Background: an optimization exercise with open tools, aiming at small area. Do not read the settings as production practice. In this exercise RTL edits were held to simulation tests only and were not proved equivalent to the original. No activity file was given, so power comes from the tool's default toggle rates.

File: design/flow/config.mk
export PLATFORM = sky130hd
export DESIGN_NAME = guessing_game
export DESIGN_NICKNAME = guessing_game
export VERILOG_FILES = /design/flow/design.v
export SDC_FILE = /design/flow/constraint.sdc
export NUM_CORES = 4
export LEC_CHECK = 0
export CAP_MARGIN = 20
export CORE_MARGIN = 2
export CORE_UTILIZATION = 40
export SLEW_MARGIN = 20
File: design/flow/constraint.sdc
create_clock -name core_clock -period 10.0 [get_ports {clk}]
set_input_delay 2.0000 -clock core_clock [delete_from_list [all_inputs] [get_ports {clk}]]
set_output_delay 2.0000 -clock core_clock [all_outputs]
set_load 0.01 [all_outputs]
File: design/flow/design.v
`timescale 1ns / 1ps
module mux2
    #(parameter BITS=4)
    (
    input sel,
    input [BITS-1:0] in0, in1,
    output [BITS-1:0] out
    );
    assign out = sel ? in1 : in0;
endmodule
`timescale 1ns / 1ps
module mux4(
    input [1:0] sel,
    input [3:0] in0, in1, in2, in3,
    output reg [3:0] out
    );
    always @*
        begin
            case (sel)
                2'b00: out = in0;
                2'b01: out = in1;
                2'b10: out = in2;
                2'b11: out = in3;
            endcase 
        end
endmodule
`timescale 1ns / 1ps
module an_decoder (
    input [1:0] in,
    output reg [3:0] out
    );
    always @*
        begin
            case (in)
                2'b00: out = 4'b1110;
                2'b01: out = 4'b1101;
                2'b10: out = 4'b1011;
                2'b11: out = 4'b0111;
            endcase
        end
endmodule
`timescale 1ns / 1ps
module sseg_decoder(
    input [3:0] num,
    output reg [6:0] sseg
    );
    always @*
        case(num)
            4'h0: sseg = 7'b1000000;
            4'h1: sseg = 7'b1111001;
            4'h2: sseg = 7'b0100100;
            4'h3: sseg = 7'b0110000;
            4'h4: sseg = 7'b0011001;
            4'h5: sseg = 7'b0010010;
            4'h6: sseg = 7'b0000010;
            4'h7: sseg = 7'b1111000;
            4'h8: sseg = 7'b0000000;
            4'h9: sseg = 7'b0010000;
            4'hA: sseg = 7'b0001000;
            4'hB: sseg = 7'b0000011;
            4'hC: sseg = 7'b1000110;
            4'hD: sseg = 7'b0100001;
            4'hE: sseg = 7'b0000110;
            4'hF: sseg = 7'b0001110;
        endcase
endmodule
`timescale 1ns / 1ps
module sseg_new(
    input [3:0] win, lose,
    input [1:0] digit_sel,
    output [6:0] seg,
    output [3:0] an,
    output dp
    );
    assign dp = 1'b1;
    reg [3:0] tmp1, tmp2;
    assign tmp1 = win == 4'hA ? 4'hA : 4'hF; 
    assign tmp2 = lose == 4'hF ? 4'hF : 4'hA;
    wire [3:0] mux4_decoder;
    mux4 mux0(
        .sel(digit_sel),
        .in0(lose),
        .in1(tmp1),
        .in2(win),
        .in3(tmp2),
        .out(mux4_decoder)
        );
    sseg_decoder decoder0(
        .num(mux4_decoder),
        .sseg(seg)
        );    
    an_decoder adecoder(
        .in(digit_sel),
        .out(an)
        );
endmodule
`timescale 1ns / 1ps
module counter #(parameter N=1)(
    input clk, rst, en,
    output [1:0] msb
    );
    reg [N-1:0] Qnext, Qreg;
    always @(posedge clk, posedge rst)
        begin
            if(rst)
                Qreg <= 0;
            else 
                Qreg <= Qnext;
        end
     always @*
        begin
            if (en)
                Qnext = Qreg+1;
            else
                Qnext = Qreg;
        end
     assign msb = Qreg[N-1:N-2];
endmodule
`timescale 1ns / 1ps
module count #(parameter N=20)(
    input clk, rst, en,
    output tick
    );
    reg [N-1:0] Qnext, Qreg;
    always @(posedge clk, posedge rst) 
        begin
            if(rst)
                Qreg <= 0;
            else 
                Qreg <= Qnext;
        end
     always @* 
        begin
            if (en)
                Qnext = Qreg+1;
            else
                Qnext = Qreg;
        end
     assign tick = &Qreg;
endmodule
`timescale 1ns / 1ps
    module debounce #(parameter N=21)(
    input clk, reset,
    input  in,
    output reg out,
    output reg tick
    );
   localparam [1:0]
      zero   = 2'b00,
      wait1  = 2'b01,
      one    = 2'b11,
      wait0  = 2'b10;
   reg [1:0] state, state_next;
   reg [N-1:0] counter, counter_next;
   always_ff @(posedge clk or posedge reset)
      if (reset) begin
         state   <= zero;
         counter <= {N{1'b1}};
      end
      else begin
         state   <= state_next;
         counter <= counter_next;
      end
   always_comb begin
      state_next   = state;
      counter_next = counter;
      tick = 0;
      case(state)
         zero: begin
            out = 0;
            counter_next = {N{1'b1}};
            if (in)
               state_next = wait1;
         end
         wait1: begin
            out = 0;      
            counter_next = counter - 1;
            if (counter == 0) begin
               tick = 1'b1;  
               state_next = one;
            end
            else if (~in)
               state_next = zero;
         end
         one: begin
            out = 1;
            counter_next = {N{1'b1}};
            if (~in)
               state_next   = wait0;
         end
         wait0: begin
            out = 1;
            counter_next = counter - 1;
            if (counter == 0)
               state_next = zero;
            else if (in)
               state_next = one;
         end
      endcase
   end
endmodule  
`timescale 1ns / 1ps
module guess_FSM(
    input clk, rst, en,
    input [3:0]in,  
    output reg [3:0] y, 
    output reg win, lose  
    );
    localparam [2:0] 
        s0 = 3'b000,
        s1 = 3'b001,
        s2 = 3'b011,
        s3 = 3'b010,
        swin  = 3'b110,
        slose = 3'b111; 
    reg [2:0] state, state_next;
    reg [3:0] y_hold;  
    always @(posedge clk, posedge rst)
        if (rst)
            state <= s0;
        else if (en)  
            state <= state_next; 
    always @(posedge clk, posedge rst)
        if (rst)
            y_hold <= 4'b0001;
        else
            y_hold <= y;
    always @* begin
      state_next = state;
      win = 1'b0;
      lose = 1'b0;
      y = y_hold;
      case(state)
         s0: begin
            y = 4'b0001;
            if (in == y)
                state_next = swin;
            else if (in == 4'b0000)
                state_next = s1;
            else
                state_next = slose;            
         end
         s1: begin
            y = 4'b0010;
            if (in == y)
                state_next = swin;
            else if (in == 4'b0000)
                state_next = s2;
            else
                state_next = slose;  
         end
         s2: begin
            y = 4'b0100;     
            if (in == y)
                state_next = swin;
            else if (in == 4'b0000)
                state_next = s3;
            else
                state_next = slose;  
         end
         s3: begin
            y = 4'b1000;    
            if (in == y)
                state_next = swin;
            else if (in == 4'b0000)
                state_next = s0;
            else
                state_next = slose;
         end
         swin: begin
            win = 1'b1;  
            if (in == 4'b0000)
                state_next = s0;
            else
                state_next = swin;
         end
         slose: begin
            lose = 1'b1;  
            if (in == 4'b0000)
                state_next = s0;
            else
                state_next = slose;
         end
      endcase     
   end
endmodule
`timescale 1ns / 1ps
module board(
    input win, lose, en,
    input clk, rst,
    output [3:0] wins, losses,  
    output [6:0] seg,
    output [3:0] an,
    output dp
    );
    localparam [1:0] sdefault = 2'b00, 
                     swin = 2'b01,
                     slose = 2'b10;
    reg [1:0] state, state_next;           
    reg [3:0] cwin, close;
    reg [3:0] cwin_next, close_next;
    assign wins = cwin;
    assign losses = close;
    always_ff @(posedge (clk), posedge (rst))
        if (rst) begin
            state <= sdefault;
            cwin <= 0;
            close <= 0; end
        else if (en) begin  
            state <= state_next;
            cwin <= cwin_next;
            close <= close_next; end
    always_comb begin
        state_next = state;
        cwin_next = cwin;
        close_next = close;
        case (state)
            swin: begin
                cwin_next = cwin + 1'b1;
                state_next = sdefault;
                end
            slose: begin 
                close_next = close + 1'b1;
                state_next = sdefault;
                end
            sdefault:begin                
                if (cwin == 4'h9)begin
                    cwin_next = 4'hA;
                    close_next = 4'hA;end   
                else if (close == 4'h9)begin
                    close_next = 4'hF;
                    cwin_next = 4'hF;end
                if (win)
                    state_next = swin;
                else if (lose)
                    state_next = slose;
                end
        endcase
    end
    wire [1:0] counter_sseg4;
    counter #(.N(5)) c(
        .clk(clk),
        .en(1'b1),
        .rst(rst),
        .msb(counter_sseg4)
        );
    sseg_new out(
        .win(cwin),
        .lose(close),
        .digit_sel(counter_sseg4),
        .seg(seg),
        .an(an),
        .dp(dp)  
    );
endmodule
`timescale 1ns / 1ps
module guessing_game(
    input btnC, btnL, btnR, btnU, btnD, clk,
    input [15:0] sw,
    output [15:0] led,
    output [6:0] seg,
    output [3:0] an,
    output dp
    );
    wire [3:0] tmp;
    wire [3:0] debounced_buttons;
    debounce #(.N(5)) debounce0(
        .clk(clk),
        .reset(btnC),
        .in(btnL),
        .out(debounced_buttons[0]),
        .tick(tmp[0])
        );
    debounce #(.N(5)) debounce1(
        .clk(clk),
        .reset(btnC),
        .in(btnD),
        .out(debounced_buttons[1]),
        .tick(tmp[1])
        );    
    debounce #(.N(5)) debounce2(
        .clk(clk),
        .reset(btnC),
        .in(btnR),
        .out(debounced_buttons[2]),
        .tick(tmp[2])
        );
    debounce #(.N(5)) debounce3(
        .clk(clk),
        .reset(btnC),
        .in(btnU),
        .out(debounced_buttons[3]),
        .tick(tmp[3])
        );
    wire counter_in0;
    count #(.N(9)) c0(
        .clk(clk),
        .en(1'b1),
        .rst(btnC),
        .tick(counter_in0)
        );
    wire counter_in1;
    count #(.N(7)) c1(
        .clk(clk),
        .en(1'b1),
        .rst(btnC),
        .tick(counter_in1)
        );
    wire mux_guess;    
    mux2 #(.BITS(1)) mux0(
        .sel(sw[0]),  
        .in1(counter_in1),
        .in0(counter_in0),
        .out(mux_guess)
        );
    wire win, lose;    
    guess_FSM main(
        .clk(clk),
        .rst(btnC),
        .en(mux_guess),
        .in(debounced_buttons),
        .y(led[3:0]),
        .win(win),
        .lose(lose)
        );
    assign led[7:4] = debounced_buttons;
    board b(
        .win(win),
        .lose(lose),
        .wins(led[11:8]),
        .losses(led[15:12]),
        .clk(clk),
        .en(mux_guess),
        .rst(btnC),
        .seg(seg),
        .an(an),
        .dp(dp)
        );
endmodule
File: design/flow/run.sh
#!/bin/bash
# synth_recipe.tcl (not shown) runs the flow's synth.tcl, then flattens the netlist and writes it again
# the make line also repeats each setting of config.mk as NAME=value (left out here)
make -C /OpenROAD-flow-scripts/flow DESIGN_CONFIG=/design/flow/config.mk WORK_HOME=/design/flow/orfs CLKGATE_MAP_FILE= SYNTH_SCRIPT=/design/flow/synth_recipe.tcl finish
==> impl_metrics.toml, run 1 <==
[timing]
fin_crit_ps = 5268
rsz0062_at_grt = "no"
setup_ws_ps = 4732
slew_viol_final = 0
max_freq_mhz = 189.8
tightestPinTransition_ps = 823.6
relSlewSlack = 0.4509
fin_skew_ps = 7.052
tns_ps = 0
setup_viol = 0
hold_viol_final = 0
post-route-period-util = 0.5268

[clocking]
cts_tree = "done"
clk_latency_ps = 340
post_cts_buffers = 0
cts-htree-levels = 3
ctsHoldBuffers = 0
cts_buffer_depth = 2
root_buffer = "clkbuf_8"
cts_buffers = 9
cts_resized = 0
cts.sinks = 66
clk_pin_slew_worst_paths_ps = 70

[finish]
nets = 496
synthToLayoutAreaGrowth_pct = 16.91
drive_gt1_frac = 0.1273
seqCellArea_sq_um = 1678
multi_input_area_sq_um = 1989
num-fill-cells = 869
fin_util = 0.4869
n_antenna_cell = 0
design_area_sq_um = 4542

[route]
drt_first_pass_iters = 4
route.detailed.drc = 0
wl_per_cell_microns = 11.92
wl_microns = 6785
drtIter0Drc = 130
vias_per_cell = 4.996
vias = 2843
ant_nets = 0

[setup_path]
crit_type = "reg -> out"
crit_chain = "inv_1, ha_1, and4b_1, nor3_1, a311oi_2, inv_1, ha_1, nand2_1, nor2_1, or3_1, clkdlybuf4s50_1"
required_ps = 8000
path_delay_family = "simple AND/OR/NAND/NOR gates"
cp_slowest_stage_delay_ps = 530
end_kind = "primary output"
cp_slowest_cell = "a311oi_2"
cp.arrival_ps = 3270
cp-start-kind = "register"
worst-path-buf-inv = 3
crit_fanout = 7

[floorplan]
start_util = 0.4165
io_pins = 50
die-area_sq_um = 10520
die_w_microns = 102.6
rows = 35
core_area_sq_um = 9328
fp.dieH_microns = 102.6

[placement]
gp_congestion = 0.8600
post-place-ws_ps = 5090
portBuffers = 33
dp.final_hpwl_microns = 4766
placed_area_sq_um = 4290

[global_routing]
antenna_found_initial = 0
grt_pass1_wl_microns = 12610
grt_pass1_vias = 2816
grtUsageTotal = 0.1482
grt.overflow.total = 0
grt_max_degree = 67

[logic_synthesis]
synth_fp_nets = 464
async_reset_ff_frac = 1.000
ys_types = 54
synth_area_sq_um = 3885
synthCells = 403
postSynthAreaPerCell_sq_um = 9.640
synth_seq_area_share = 0.4319
synth-edff-count = 0
synth-seq-cells = 66
synth_flop_cell = "dfrtp_1"
ys_warn_count = 11

[power_and_ir_drop]
cellPowerDensity_nw_per_um2 = 179.3
leakagePower_nw = 2.103
ir_drop_mv = 0.1019

[outcome]
status = "finished clean"

[hold_path]
hold_class = "reg -> reg"

[job]
cap_violations = 0
registers in the layout, summed over array words and instances, names as in the netlist, 4 cells and up, named ones only:
name	flops
b.c.Qreg	5
b.close	4
b.cwin	4
c0.Qreg	9
c1.Qreg	7
debounce0.counter	5
debounce1.counter	5
debounce2.counter	5
debounce3.counter	5
main.y_hold	4
final cells by class:
cell class / count / area share
inverter: 33 / 0.02727
timing repair buffer: 34 / 0.07438
sequential: 66 / 0.3694
clock buffer: 11 / 0.03333
multi-input combinational: 291 / 0.4380
tap: 129 / 0.03554
clock inverter: 5 / 0.02204
cells in the mapped netlist (3+ instances only):
cell type | count | share of area
a21oi_1 | 17 | 0.022
a22o_1 | 3 | 0.0068
and3_1 | 10 | 0.016
buf_4 | 5 | 0.0097
clkbuf_1 | 3 | 0.0029
dfrtp_1 | 45 | 0.29
dfstp_2 | 21 | 0.14
ha_1 | 39 | 0.13
inv_1 | 33 | 0.032
mux2i_1 | 7 | 0.018
nand2_1 | 49 | 0.047
nand2b_1 | 5 | 0.0081
nand3_1 | 12 | 0.015
nand4_1 | 6 | 0.0097
nor2_1 | 31 | 0.030
nor2b_1 | 5 | 0.0081
nor3_1 | 10 | 0.013
nor4b_1 | 4 | 0.0090
o211ai_1 | 3 | 0.0058
o21ai_0 | 25 | 0.032
o22ai_1 | 4 | 0.0064
or2_2 | 3 | 0.0048
or4b_2 | 3 | 0.0077
xnor2_1 | 16 | 0.036
xor2_1 | 7 | 0.016
where the power goes:
part	internal (mW)	switching, mW	leakage [nW]
Sequential	0.318	0.0358	0.764
Combinational	0.0816	0.0997	1.21
Clock	0.178	0.101	0.129
Total	0.578	0.236	2.10
metal layers:
layer / vias to the layer above / part of all wire / GRT usage
met5: - / 0 / 0
met4: 0 / 0.011 / 0.04308
met3: 8 / 0.041 / 0.03458
met2: 54 / 0.47 / 0.2418
met1: 1345 / 0.48 / 0.1977
li1: 1436 / - / -
kinds of logic after synthesis:
kind of cell	after synthesis	synth area share
other	1	0.0009653
buffers and inverters	46	0.05604
multiplexers	10	0.02673
AND/OR/NAND/NOR	150	0.1987
XOR/XNOR	23	0.05185
flip-flops	66	0.4319
AO/OA/AOI/OAI	68	0.1082
adder cells (fa/ha/maj)	39	0.1256
through the flow:
step	instances	hold WS, ps	power [mW]
floorplan	403	421.4	0.4910
global placement	553	436.7	0.5343
detailed placement	553	440.0	0.5408
CTS	569	456.3	0.8258
global route	569	464.7	0.8703
finish	569	447.8	0.8142
path summary, 6_finish.rpt:
check                                           start                     end  slack, ps  cells past startpoint
worst max-delay path            b.cwin[0]$_DFFE_PP0P_                  seg[5]       4730                     11
worst min-delay path            b.c.Qreg[0]$_DFF_PP0_   b.c.Qreg[0]$_DFF_PP0_        450                      1
worst max register to register   c0.Qreg[0]$_DFF_PP0_  b.close[0]$_DFFE_PP0P_       7600                      9
worst min register to register  b.c.Qreg[0]$_DFF_PP0_   b.c.Qreg[0]$_DFF_PP0_        450                      1
max in group asynchronous                        btnC               async pin       7240                      3
min in group asynchronous                        btnC    c0.Qreg[5]$_DFF_PP0_       2240                      3
placed cells by master (no fill, tap or decap), types with 3 or more instances in the layout:
| master | synthesis | routed |
|---|---|---|
| clkdlybuf4s50_1 | 0 | 33 |
| nor2_1 | 31 | 31 |
| mux2i_1 | 7 | 7 |
| o21ai_0 | 25 | 25 |
| bufinv_16 | 0 | 3 |
| nand4_1 | 6 | 6 |
| or4b_2 | 3 | 3 |
| o211ai_1 | 3 | 3 |
| nor4b_1 | 4 | 4 |
| or2_2 | 3 | 3 |
| ha_1 | 39 | 39 |
| dfrtp_1 | 45 | 45 |
| nand3_1 | 12 | 12 |
| o22ai_1 | 4 | 4 |
| xnor2_1 | 16 | 16 |
| nor2b_1 | 5 | 5 |
| nand2_1 | 49 | 49 |
| xor2_1 | 7 | 7 |
| dfstp_2 | 21 | 21 |
| a21oi_1 | 17 | 17 |
| a22o_1 | 3 | 3 |
| and3_1 | 10 | 10 |
| nand2b_1 | 5 | 5 |
| clkbuf_8 | 1 | 11 |
| nor3_1 | 10 | 10 |
| inv_1 | 33 | 32 |
==> run 2, diff against run 1 <==
==> design/flow/design.v (replaced) <==
`timescale 1ns / 1ps
module guessing_game(
    input btnC, btnL, btnR, btnU, btnD, clk,
    input [15:0] sw,
    output [15:0] led,
    output [6:0] seg,
    output [3:0] an,
    output dp
    );
    wire rst = btnC;
    wire [3:0] bin = {btnU, btnR, btnD, btnL};
    reg  [3:0] o, w;
    reg  [4:0] c [0:3];
    integer i;
    reg  [3:0] z;
    always @* for (i = 0; i < 4; i = i + 1) z[i] = w[i] & (c[i] == 5'd0);
    always @(posedge clk, posedge rst)
        if (rst) begin
            o <= 4'b0;
            w <= 4'b0;
        end else begin
            o <= o ^ z;
            w <= (bin ^ o) & ~z;
        end
    always @(posedge clk)
        for (i = 0; i < 4; i = i + 1)
            c[i] <= w[i] ? c[i] - 5'd1 : 5'd31;
    wire [3:0] B = o;
    reg [8:0] t;
    always @(posedge clk, posedge rst)
        if (rst) t <= 9'd0;
        else     t <= t + 9'd1;
    wire en = sw[0] ? (&t[6:0]) : (&t[8:0]);
    reg [1:0] k;
    reg gw, gl;
    wire [3:0] y = 4'b0001 << k;
    wire bz = (B == 4'b0);
    always @(posedge clk, posedge rst)
        if (rst) begin
            k <= 2'd0; gw <= 1'b0; gl <= 1'b0;
        end else if (en) begin
            if (gw | gl) begin
                if (bz) begin k <= 2'd0; gw <= 1'b0; gl <= 1'b0; end
            end else if (B == y)
                gw <= 1'b1;
            else if (bz)
                k <= k + 2'd1;
            else
                gl <= 1'b1;
        end
    reg qw, ql;
    reg [3:0] cw, cl;
    always @(posedge clk, posedge rst)
        if (rst) begin
            qw <= 1'b0; ql <= 1'b0; cw <= 4'd0; cl <= 4'd0;
        end else if (en) begin
            if (qw) begin
                cw <= cw + 4'd1; qw <= 1'b0;
            end else if (ql) begin
                cl <= cl + 4'd1; ql <= 1'b0;
            end else begin
                if (cw == 4'd9) begin cw <= 4'd10; cl <= 4'd10; end
                else if (cl == 4'd9) begin cw <= 4'd15; cl <= 4'd15; end
                qw <= gw;
                ql <= gl;
            end
        end
    wire [1:0] s = t[4:3];
    reg [3:0] dig;
    always @* case (s)
        2'd0: dig = cl;
        2'd1: dig = (cw == 4'hA) ? 4'hA : 4'hF;
        2'd2: dig = cw;
        2'd3: dig = (cl == 4'hF) ? 4'hF : 4'hA;
    endcase
    reg [6:0] sg;
    always @* case (dig)
        4'h0: sg = 7'b1000000;
        4'h1: sg = 7'b1111001;
        4'h2: sg = 7'b0100100;
        4'h3: sg = 7'b0110000;
        4'h4: sg = 7'b0011001;
        4'h5: sg = 7'b0010010;
        4'h6: sg = 7'b0000010;
        4'h7: sg = 7'b1111000;
        4'h8: sg = 7'b0000000;
        4'h9: sg = 7'b0010000;
        4'hA: sg = 7'b0001000;
        4'hB: sg = 7'b0000011;
        4'hC: sg = 7'b1000110;
        4'hD: sg = 7'b0100001;
        4'hE: sg = 7'b0000110;
        4'hF: sg = 7'b0001110;
    endcase
    assign seg = sg;
    assign an  = ~(4'b0001 << s);
    assign dp  = 1'b1;
    assign led = {cl, cw, B, y};
endmodule
==> run 2 against run 1 <==
  * Still clean
  * Cell count decreased by 30%
  * First-iteration DRC count down 40%
  * Worst setup slack improved by 63 ps
  * Via count shrank 28%
  * Die area is 29% lower
  * Design area down 29%
==> impl_metrics.toml, run 2 <==
[finish]
fin_util = 0.4852
synthToLayoutAreaGrowth_pct = 18.74
n_antenna_cell = 0
final_common_cell = "clkdlybuf4s50_1"
reg_top3 = "c (20), t (9)"
final_cell_mix = "clkdlybuf4s50_1, dfrtp_1, ha_1"
largest_reg_flops = 20
nets = 366
drive_gt1_frac = 0.06563
largest-register = "c"
num-fill-cells = 644

[job]
cap_violations = 0

[timing]
post-route-period-util = 0.5205
max_freq_mhz = 192.1
tns_ps = 0
fin_crit_ps = 5205
hold_viol_final = 0
setup_viol = 0
rsz0062_at_grt = "no"
slew_viol_final = 0
tightestPinTransition_ps = 841.0
fin_skew_ps = 9.941
relSlewSlack = 0.4383

[logic_synthesis]
synth_area_leader_cell = "dfrtp_1"
synth-edff-count = 0
synth-simple-area-share = 0.1847
synth_seq_area_share = 0.4308
synth_fp_nets = 332
ys_types = 54
postSynthAreaPerCell_sq_um = 9.579
synth_flop_cell = "dfrtp_1"
ys_warn_count = 2
synth.most_common_cell = "dfrtp_1"
synthAdderAreaFrac = 0.1146
synth_top_family_by_area = "simple AND/OR/NAND/NOR gates"
synth_compound_area_frac = 0.1095
synth_common_cells = "dfrtp_1, ha_1, nand2_1"
synth_area_sq_um = 2730
muxShareOfSynthArea = 0.02337
yosys-top-cells-area = "dfrtp_1, dfxtp_1, ha_1"
synth_xor_area_frac = 0.08662
async_reset_ff_frac = 0.6078
synth.top_cell.area_share = 0.2841
synth-seq-cells = 51
synthCells = 285

[power_and_ir_drop]
fin_total_pwr_uw = 377.4
ir_drop_mv = 0.08462
leakagePower_nw = 1.497
cellPowerDensity_nw_per_um2 = 116.4

[outcome]
status = "finished clean"

[floorplan]
start_util = 0.4086
die_w_microns = 86.62
io_pins = 50
rows = 30
core_area_sq_um = 6681
die-area_sq_um = 7502
fp.dieH_microns = 86.62

[clocking]
cts_resized = 0
clk_latency_ps = 300
cts-htree-levels = 2
cts_buffers = 5
root_buffer = "clkbuf_8"
post_cts_buffers = 0
cts.sinks = 51
cts_buffer_depth = 2
cts_tree = "done"
clk_pin_slew_worst_paths_ps = 100
ctsHoldBuffers = 0

[setup_path]
cp.arrival_ps = 3210
crit_fanout = 7
cp-start-kind = "register"
end_kind = "primary output"
crit_type = "reg -> out"
reg2reg_setup_slack_ps = 7310
required_ps = 8000

[global_routing]
grt.overflow.total = 0
grt_max_degree = 32
grt_pass1_wl_microns = 8438
grtUsageTotal = 0.1390
antenna_found_initial = 0
grt_pass1_vias = 1902

[hold_path]
hold_class = "reg -> reg"

[route]
vias_per_cell = 5.120
wl_per_cell_microns = 11.98
wl_microns = 4792
drt_first_pass_iters = 4
route.detailed.drc = 0
ant_nets = 0
vias = 2048
drtIter0Drc = 78

[placement]
portBuffers = 33
dp.final_hpwl_microns = 3558
gp_congestion = 0.8161
==> run 2: cell types whose count changed in the layout (fill, tap and decap cells not counted), sizes merged, moves of 5 or more <==
cell / before / now
clkbuf: 11 / 6
dfrtp: 45 / 31
dfstp: 21 / 0
dfxtp: 0 / 20
ha: 39 / 25
inv: 33 / 23
nand2: 49 / 25
nor2: 31 / 22
o21ai: 26 / 10
==> run 2: cells by family (layout without fill, tap and decap cells) <==
kind of cell / Yosys count / count (layout)
compound gates: 46 / 46
xor+xnor: 27 / 27
fa+ha+maj: 25 / 25
buf+inv: 31 / 66
flops: 51 / 51
mux: 5 / 5
other cells: 1 / 1
simple gates: 99 / 99
==> run 2: metal layers <==
metal / share of wire / GRT usage / vias to the layer above
li1: - / - / 1035
met1: 0.46 / 0.1773 / 977
met2: 0.49 / 0.2322 / 30
met3: 0.030 / 0.03048 / 6
met4: 0.016 / 0.04972 / 0
met5: 0 / 0 / -
==> run 2: worst max-delay path, cell delays in order, from the launching register on <==
cell,delay [ps]
dfrtp_1,480
inv_1,140
ha_1,150
and4b_1,240
nor2_1,60
a221oi_2,510
inv_2,100
ha_1,250
or3_1,390
o221a_1,120
clkdlybuf4s50_1,470
==> run 2: path summary, 6_finish.rpt <==
check                                   start            endpoint  cells past startpoint
max                         cw[0]$_DFFE_PP0P_              seg[0]                     10
min                        c[2][0]$_SDFF_PN1_  c[2][0]$_SDFF_PN1_                      1
max reg2reg                    t[4]$_DFF_PP0_    k[0]$_DFFE_PP0P_                      9
min reg2reg                c[2][0]$_SDFF_PN1_  c[2][0]$_SDFF_PN1_                      1
max in group asynchronous                btnC      gw$_DFFE_PP0P_                      3
min in group asynchronous                btnC      t[8]$_DFF_PP0_                      3
==> run 2: through the flow <==
step | setup WS [ps] | area [sq um] | std cells | hold WS, ps
after global placement | 5172 | 3124 | 392 | 383.6
after global routing | 4497 | 3242 | 400 | 421.1
after detailed placement | 5128 | 3124 | 392 | 382.7
final | 4795 | 3242 | 400 | 402.4
after floorplan | 5792 | 2730 | 285 | 371.1
after CTS | 4774 | 3242 | 400 | 404.8
==> run 2: area by class of cell <==
type                       instances  area (sq um)  share of cell area
timing repair buffer              34         337.8              0.1042
clock inverter                     2         35.03             0.01081
multi-input combinational        203          1420              0.4381
clock buffer                       6         82.58             0.02547
inverter                          24         90.09             0.02779
sequential                        51          1176              0.3628
tap                               80         100.1             0.03088
==> run 2: report_power, final <==
part / switching (mW) / internal [mW] / leakage [nW]
Combinational: 0.00820 / 0.00713 / 0.885
Sequential: 0.00452 / 0.210 / 0.551
Clock: 0.0665 / 0.0810 / 0.0612
Total: 0.0792 / 0.298 / 1.50

afterwards: timing with drivers on the ports:
How much do the figures lean on ideal ports? The routed layouts below were timed once more, with nothing changed but the port constraints. Step 1 assumes that a clkbuf_16 drives the clock port and a buf_2 every other input. Step 2, shift: input delay + t, output delay - t, t = (earliest + latest rising clock arrival at the registers) / 2. This alone moves slack from input paths to output paths. Three values: no drivers, after step 1, after step 2; two values: the first two.
run	t (ns)	slack for setup (ns)	worst slew at a driven data input, ns
run 1	0.362	4.732 / 4.702 / 5.064	0.03
run 2	0.322	4.795 / 4.767 / 5.089	0.03
After both steps every run listed still meets setup and hold.
